Background: an optimization exercise with open tools, aiming at small area and a short achievable clock period. Do not read the settings as production practice.
RTL that was checked went through simulation tests only; none was proved equivalent to the original.
Power and IR drop assume default switching activity.

==> flow/design.v <==
module System_Top #(parameter WIDTH = 8, ADDR = 4 , ALU_FUN_WD = 4) (
input    wire                CONTROL_EN,
input    wire                CLKDIV_EN,
input    wire                CLK,
input    wire                RST,
input    wire                WrEn,
input    wire                RdEn,
input    wire   [ADDR-1:0]   Address,
input    wire   [WIDTH-1:0]  WrData,
output   reg    [WIDTH-1:0]  RdData,
output   reg                 SYS_OUT,
output   reg                 SYS_VLD
);
reg [7:0] regArr [0:15];
integer I;
always @(posedge CLK or negedge RST)
 begin
  if (!RST)
   begin
    for (I = 0; I < 16; I = I + 1)
      regArr[I] <= 8'd0;
   end
  else if (WrEn && !RdEn)
    regArr[Address] <= WrData;
 end
always @(posedge CLK)
 begin
  if (RST && RdEn && !WrEn)
    RdData <= regArr[Address];
 end
wire [7:0] A     = regArr[0];
wire [7:0] B     = regArr[1];
wire [15:0] CFG  = {regArr[3], regArr[2]};
wire       PAR_EN  = regArr[4][0];
wire       PAR_TYP = regArr[4][1];
wire [7:0] RATIO = regArr[5];
reg  [6:0] dv_count;
reg        div_clk;
reg        odd_tog;
wire       is_odd   = RATIO[0];
wire [6:0] half     = RATIO[7:1];
wire [6:0] half_m1  = half - 7'd1;
wire       ratio_ok = |RATIO[7:1];
wire       dv_en    = CLKDIV_EN & ratio_ok;
wire       flip     = is_odd ? (odd_tog ? (dv_count == half_m1) : (dv_count == half))
                             : (dv_count == half_m1);
always @(posedge CLK or negedge RST)
 begin
  if (!RST)
   begin
    dv_count <= 7'd0;
    div_clk  <= 1'b0;
    odd_tog  <= 1'b1;
   end
  else if (dv_en)
   begin
    if (flip)
     begin
      dv_count <= 7'd0;
      div_clk  <= ~div_clk;
      if (is_odd)
        odd_tog <= ~odd_tog;
     end
    else
      dv_count <= dv_count + 7'd1;
   end
 end
wire tick = ~dv_en | (flip & ~div_clk);
localparam [1:0] C_IDLE = 2'd0, C_CHK = 2'd1, C_WH = 2'd2, C_WL = 2'd3;
reg  [1:0] cphase;
reg  [3:0] op;
wire       alu_en = (cphase == C_CHK) & CFG[op];
always @(posedge CLK or negedge RST)
 begin
  if (!RST)
   begin
    cphase <= C_IDLE;
    op     <= 4'd0;
   end
  else
   case (cphase)
    C_IDLE: if (CONTROL_EN) cphase <= C_CHK;
    C_CHK:  if (CFG[op]) cphase <= C_WH;
            else begin
              op <= op + 4'd1;
              if (op == 4'd15) cphase <= C_IDLE;
            end
    C_WH:   if (SYS_VLD) cphase <= C_WL;
    C_WL:   if (!SYS_VLD) begin
              op <= op + 4'd1;
              cphase <= (op == 4'd15) ? C_IDLE : C_CHK;
            end
   endcase
 end
reg  [7:0] res;
wire       is_sub = (op != 4'd0);
wire [8:0] sum    = {1'b0, A} + {1'b0, B ^ {8{is_sub}}} + {8'd0, is_sub};
wire       a_lt   = ~sum[8];
wire       a_eq   = (A == B);
wire [7:0] mul_lo = A * B[3:0];
wire [3:0] mul_hi = A[3:0] * B[7:4];
wire       q7 = ({7'd0, A[7]} >= B);
wire [0:0] r7 = q7 ? (A[7] - B[0]) : A[7];
wire [1:0] t6 = {r7, A[6]};
wire       q6 = ({6'd0, t6} >= B);
wire [1:0] r6 = q6 ? (t6 - B[1:0]) : t6;
always @(*)
 begin
  case (op)
   4'd0:  res = sum[7:0];
   4'd1:  res = sum[7:0];
   4'd2:  res = mul_lo;
   4'd3:  res = {A[5:0], q7, q6};
   4'd4:  res = A & B;
   4'd5:  res = A | B;
   4'd6:  res = ~(A & B);
   4'd7:  res = ~(A | B);
   4'd8:  res = A ^ B;
   4'd9:  res = ~(A ^ B);
   4'd10: res = {7'd0, a_eq};
   4'd11: res = {7'd0, ~a_lt & ~a_eq};
   4'd12: res = {6'd0, a_lt, a_lt};
   4'd13: res = {1'b0, A[7:1]};
   4'd14: res = {A[6:0], 1'b0};
   default: res = 8'd0;
  endcase
 end
localparam [2:0] S_NONE = 3'd0, S_MUL = 3'd1, S_DIV1 = 3'd2, S_DIV2 = 3'd3, S_DIV3 = 3'd4;
reg  [2:0] seq;
reg  [7:0] Q;       
reg  [6:0] R;       
reg  [7:0] Bc;      
wire [7:0] ta = {R, Q[7]};
wire       qa = (ta >= Bc);
wire [7:0] da = ta - Bc;
wire [6:0] ra = qa ? da[6:0] : ta[6:0];
wire [7:0] tb = {ra, Q[6]};
wire       qb = (tb >= Bc);
wire [7:0] db = tb - Bc;
wire [6:0] rb = qb ? db[6:0] : tb[6:0];
wire       div_last = (seq == S_DIV3);
reg  [3:0] ust;
reg        valid;
wire       in_data = ust[3];
always @(posedge CLK or negedge RST)
 begin
  if (!RST)
   begin
    valid   <= 1'b0;
    seq     <= S_NONE;
    ust     <= 4'd0;
    SYS_VLD <= 1'b0;
    SYS_OUT <= 1'b0;
   end
  else
   begin
    if (alu_en)
      valid <= 1'b1;
    else if (tick)
      valid <= 1'b0;
    if (alu_en)
      seq <= (op == 4'd2) ? S_MUL : (op == 4'd3) ? S_DIV1 : S_NONE;
    else
      seq <= (seq == S_DIV1) ? S_DIV2 : (seq == S_DIV2) ? S_DIV3 : S_NONE;
    if (tick)
     begin
      SYS_VLD <= (ust != 4'd0);
      case (ust)
       4'd0:    SYS_OUT <= 1'b1;
       4'd1:    SYS_OUT <= 1'b0;
       4'd3:    SYS_OUT <= 1'b1;
       default: SYS_OUT <= div_last ? qb : Q[0];
      endcase
      case (ust)
       4'd0:    if (valid) ust <= 4'd1;
       4'd1:    ust <= 4'd8;
       4'd2:    ust <= 4'd3;
       4'd3:    ust <= 4'd0;
       4'd15:   ust <= PAR_EN ? 4'd2 : 4'd3;
       default: ust <= ust + 4'd1;
      endcase
     end
   end
 end
always @(posedge CLK)
 begin
  if (alu_en)
   begin
    Q  <= res;
    R  <= (op == 4'd2) ? {3'd0, mul_hi} : {5'd0, r6};
    Bc <= B;
   end
  else if (seq == S_MUL)
    Q[7:4] <= Q[7:4] + R[3:0];
  else if (seq == S_DIV1 || seq == S_DIV2 || (div_last && !(tick && in_data)))
   begin
    Q <= {Q[5:0], qa, qb};
    R <= rb;
   end
  else if (div_last)           
    Q <= {Q[5] ^ qb, Q[5:0], qa};
  else if (tick && in_data)
   begin
    if (ust == 4'd15)
      Q[0] <= Q[7] ^ PAR_TYP;
    else
      Q <= {Q[7] ^ Q[0], Q[7:1]};
   end
 end
endmodule
==> flow/config.mk <==
export PLATFORM = sky130hd
export DESIGN_NAME = System_Top
export DESIGN_NICKNAME = System_Top
export VERILOG_FILES = /design/flow/design.v
export SDC_FILE = /design/flow/constraint.sdc
export NUM_CORES = 4
export LEC_CHECK = 0
export ABC_AREA = 1
export CAP_MARGIN = 20
export CORE_MARGIN = 2
export CORE_UTILIZATION = 40
export SLEW_MARGIN = 20
==> flow/constraint.sdc <==
create_clock -name core_clock -period 11.0 [get_ports {CLK}]
set_input_delay 2.2000 -clock core_clock [delete_from_list [all_inputs] [get_ports {CLK}]]
set_output_delay 2.2000 -clock core_clock [all_outputs]
set_load 0.01 [all_outputs]
standard.sh (not shown) runs the stock make flow with config.mk's settings and CLKGATE_MAP_FILE= SYNTH_SCRIPT=/design/flow/synth_recipe.tcl, a recipe that flattens the netlist after the stock synthesis.
==> flow/flow/run.sh <==
#!/bin/bash
# The standard ORFS layout (standard.sh) with one change: timing
# repair aims for extra setup slack. Each make run logs to its own file here; ORFS keeps
# every tool's log under orfs/logs.
set -euo pipefail
KNOBS="SETUP_SLACK_MARGIN=7.3"
bash standard.sh $KNOBS synth > make_synth.log 2>&1
bash standard.sh $KNOBS finish > make_finish.log 2>&1
Rerun with:
==> flow/flow/run.sh (replaced) <==
#!/bin/bash
# The standard ORFS layout (standard.sh), run with these make settings on top of
# config.mk: ADDER_MAP_FILE= SETUP_SLACK_MARGIN=7.6
# ADDER_MAP_FILE empty skips synthesis's adder-extraction step, so abc maps the arithmetic;
# SETUP_SLACK_MARGIN makes timing repair aim for extra setup slack. Each make run logs to its
# own file here; ORFS keeps every tool's log under orfs/logs.
set -euo pipefail
KNOBS="ADDER_MAP_FILE= SETUP_SLACK_MARGIN=7.6"
bash standard.sh $KNOBS synth > make_synth.log 2>&1
bash standard.sh $KNOBS finish > make_finish.log 2>&1
Settings changed: CORE_UTILIZATION 40 to 60.
Result:
- sequential power stays flat
- register-to-register slack improves by 0.47 ns
- critical path depth grows by 6
- worst setup slack improves by 0.21 ns
- non-clock buffer count shrinks by 5
- global-route usage grows by 11 points
- clock skew shrinks by 0.0091 ns
Rerun with:
==> flow/flow/run.sh (replaced) <==
#!/bin/bash
# The standard ORFS layout (standard.sh) with two changes: synthesis skips the
# adder-extraction step (ADDER_MAP_FILE empty, so abc maps the arithmetic), and timing
# repair aims for extra setup slack. Each make run logs to its own file here; ORFS keeps
# every tool's log under orfs/logs.
set -euo pipefail
KNOBS="ADDER_MAP_FILE= SETUP_SLACK_MARGIN=7.3"
bash standard.sh $KNOBS synth > make_synth.log 2>&1
bash standard.sh $KNOBS finish > make_finish.log 2>&1
Settings changed: CORE_UTILIZATION 60 to 40.
The new run completed with no timing, DRC or antenna violations.
Global-route usage decreases by 11 points.
Setup slack degrades by 0.20 ns.
Combinational power hardly moves.
Total power decreases by 0.47%.
Sequential power is about the same.
Clock-buffer cell count decreases by 2.
No run of this note included a check of the RTL's function; only the layout flow was run.

---

Another version of the RTL of System_Top (not shown whole).
Size in the first run: about 1,400 cells after synthesis, roughly 180 flip-flops, ~28 I/O pins.
==> flow/config.mk <==
export PLATFORM = sky130hd
export DESIGN_NAME = System_Top
export DESIGN_NICKNAME = System_Top
export VERILOG_FILES = /design/flow/design.v
export SDC_FILE = /design/flow/constraint.sdc
export NUM_CORES = 4
export LEC_CHECK = 0
export CAP_MARGIN = 20
export CORE_MARGIN = 2
export CORE_UTILIZATION = 40
export SLEW_MARGIN = 20
==> flow/constraint.sdc <==
create_clock -name core_clock -period 11.0 [get_ports {CLK}]
set_input_delay 2.2000 -clock core_clock [delete_from_list [all_inputs] [get_ports {CLK}]]
set_output_delay 2.2000 -clock core_clock [all_outputs]
set_load 0.01 [all_outputs]
==> flow/flow/run.sh <==
#!/bin/bash
# Standard ORFS layout (the standard.sh) with two changes: the adder-extraction step of
# synthesis is skipped (ADDER_MAP_FILE empty, so abc maps the arithmetic), and the timing
# repair aims for extra setup slack.
set -euo pipefail
KNOBS="ADDER_MAP_FILE= SETUP_SLACK_MARGIN=7.3"
bash standard.sh $KNOBS synth > make_synth.log 2>&1
bash standard.sh $KNOBS finish > make_finish.log 2>&1
Change:
==> flow/run.sh (new file) <==
#!/bin/bash
# synth_recipe.tcl (not shown) runs the flow's synth.tcl, then flattens the netlist and writes it again
# the make line also repeats each setting of config.mk as NAME=value (left out here)
make -C /OpenROAD-flow-scripts/flow DESIGN_CONFIG=/design/flow/config.mk WORK_HOME=/design/flow/orfs CLKGATE_MAP_FILE= SYNTH_SCRIPT=/design/flow/synth_recipe.tcl finish
removed: flow/flow/run.sh
removed: flow/standard.sh
Effect:
- final cell count fell by about 8%
- sequential cell count is unchanged
- power is higher by about 4.4%
- utilization went down by 2.2 points
- critical path depth rose by 16
- area after synthesis stays flat
- setup slack is worse by 2300 ps
- clock-buffer cell count came out higher by 3
- wire length came out lower by about 10%
- sequential power stays flat
Change:
ABC_CLOCK_PERIOD_IN_PS = 3500   (was unset)
SETUP_SLACK_MARGIN = 5   (was unset)
After rerunning: The changed run completed with no timing, DRC or antenna violations. Total power climbs by 0.51%. Utilization rises by 0.17 points. Combinational power hardly moves. Synthesized area does not change. Clock power barely changes. Die area stays the same. Sequential cell count stays the same. Maximum frequency went up by 8.9%. Setup slack gains 490 ps.

==> what the ideal ports hide <==
The flow's constraints put no driver on any port. The routed layouts listed below were extracted and timed again, unchanged, in two steps. Step 1 (the two cells are an assumption about what drives the block):
set clk [get_ports {CLK}]
set_driving_cell -lib_cell sky130_fd_sc_hd__clkbuf_16 $clk
set_driving_cell -lib_cell sky130_fd_sc_hd__buf_2 [delete_from_list [all_inputs] $clk]
Step 2, shift: input delay + t, output delay - t, t = (earliest + latest rising clock arrival at the registers) / 2. This alone moves slack from input paths to output paths. Slacks: ideal / step 1 / step 2; pairs: ideal / step 1.
run	t, ns	setup WS [ns]	cell pins on the clock port's net
the first run of note 1	0.489	7.376 / 7.328 / 6.968	1
the second run of note 1	0.491	7.583 / 7.588 / 7.115	1
the third run of note 1	0.486	7.383 / 7.335 / 6.929	1
the first run of note 2	0.485	7.313 / 7.344 / 6.860	1
the second run of note 2	0.488	4.969 / 4.969 / 4.969	1
the third run of note 2	0.487	5.461 / 5.461 / 5.461	1
After both steps setup and hold are still met in every run listed. For the second run of note 1, which loses most, drivers alone change the setup slack by +0.005 ns; drivers and shift together by -0.468 ns.
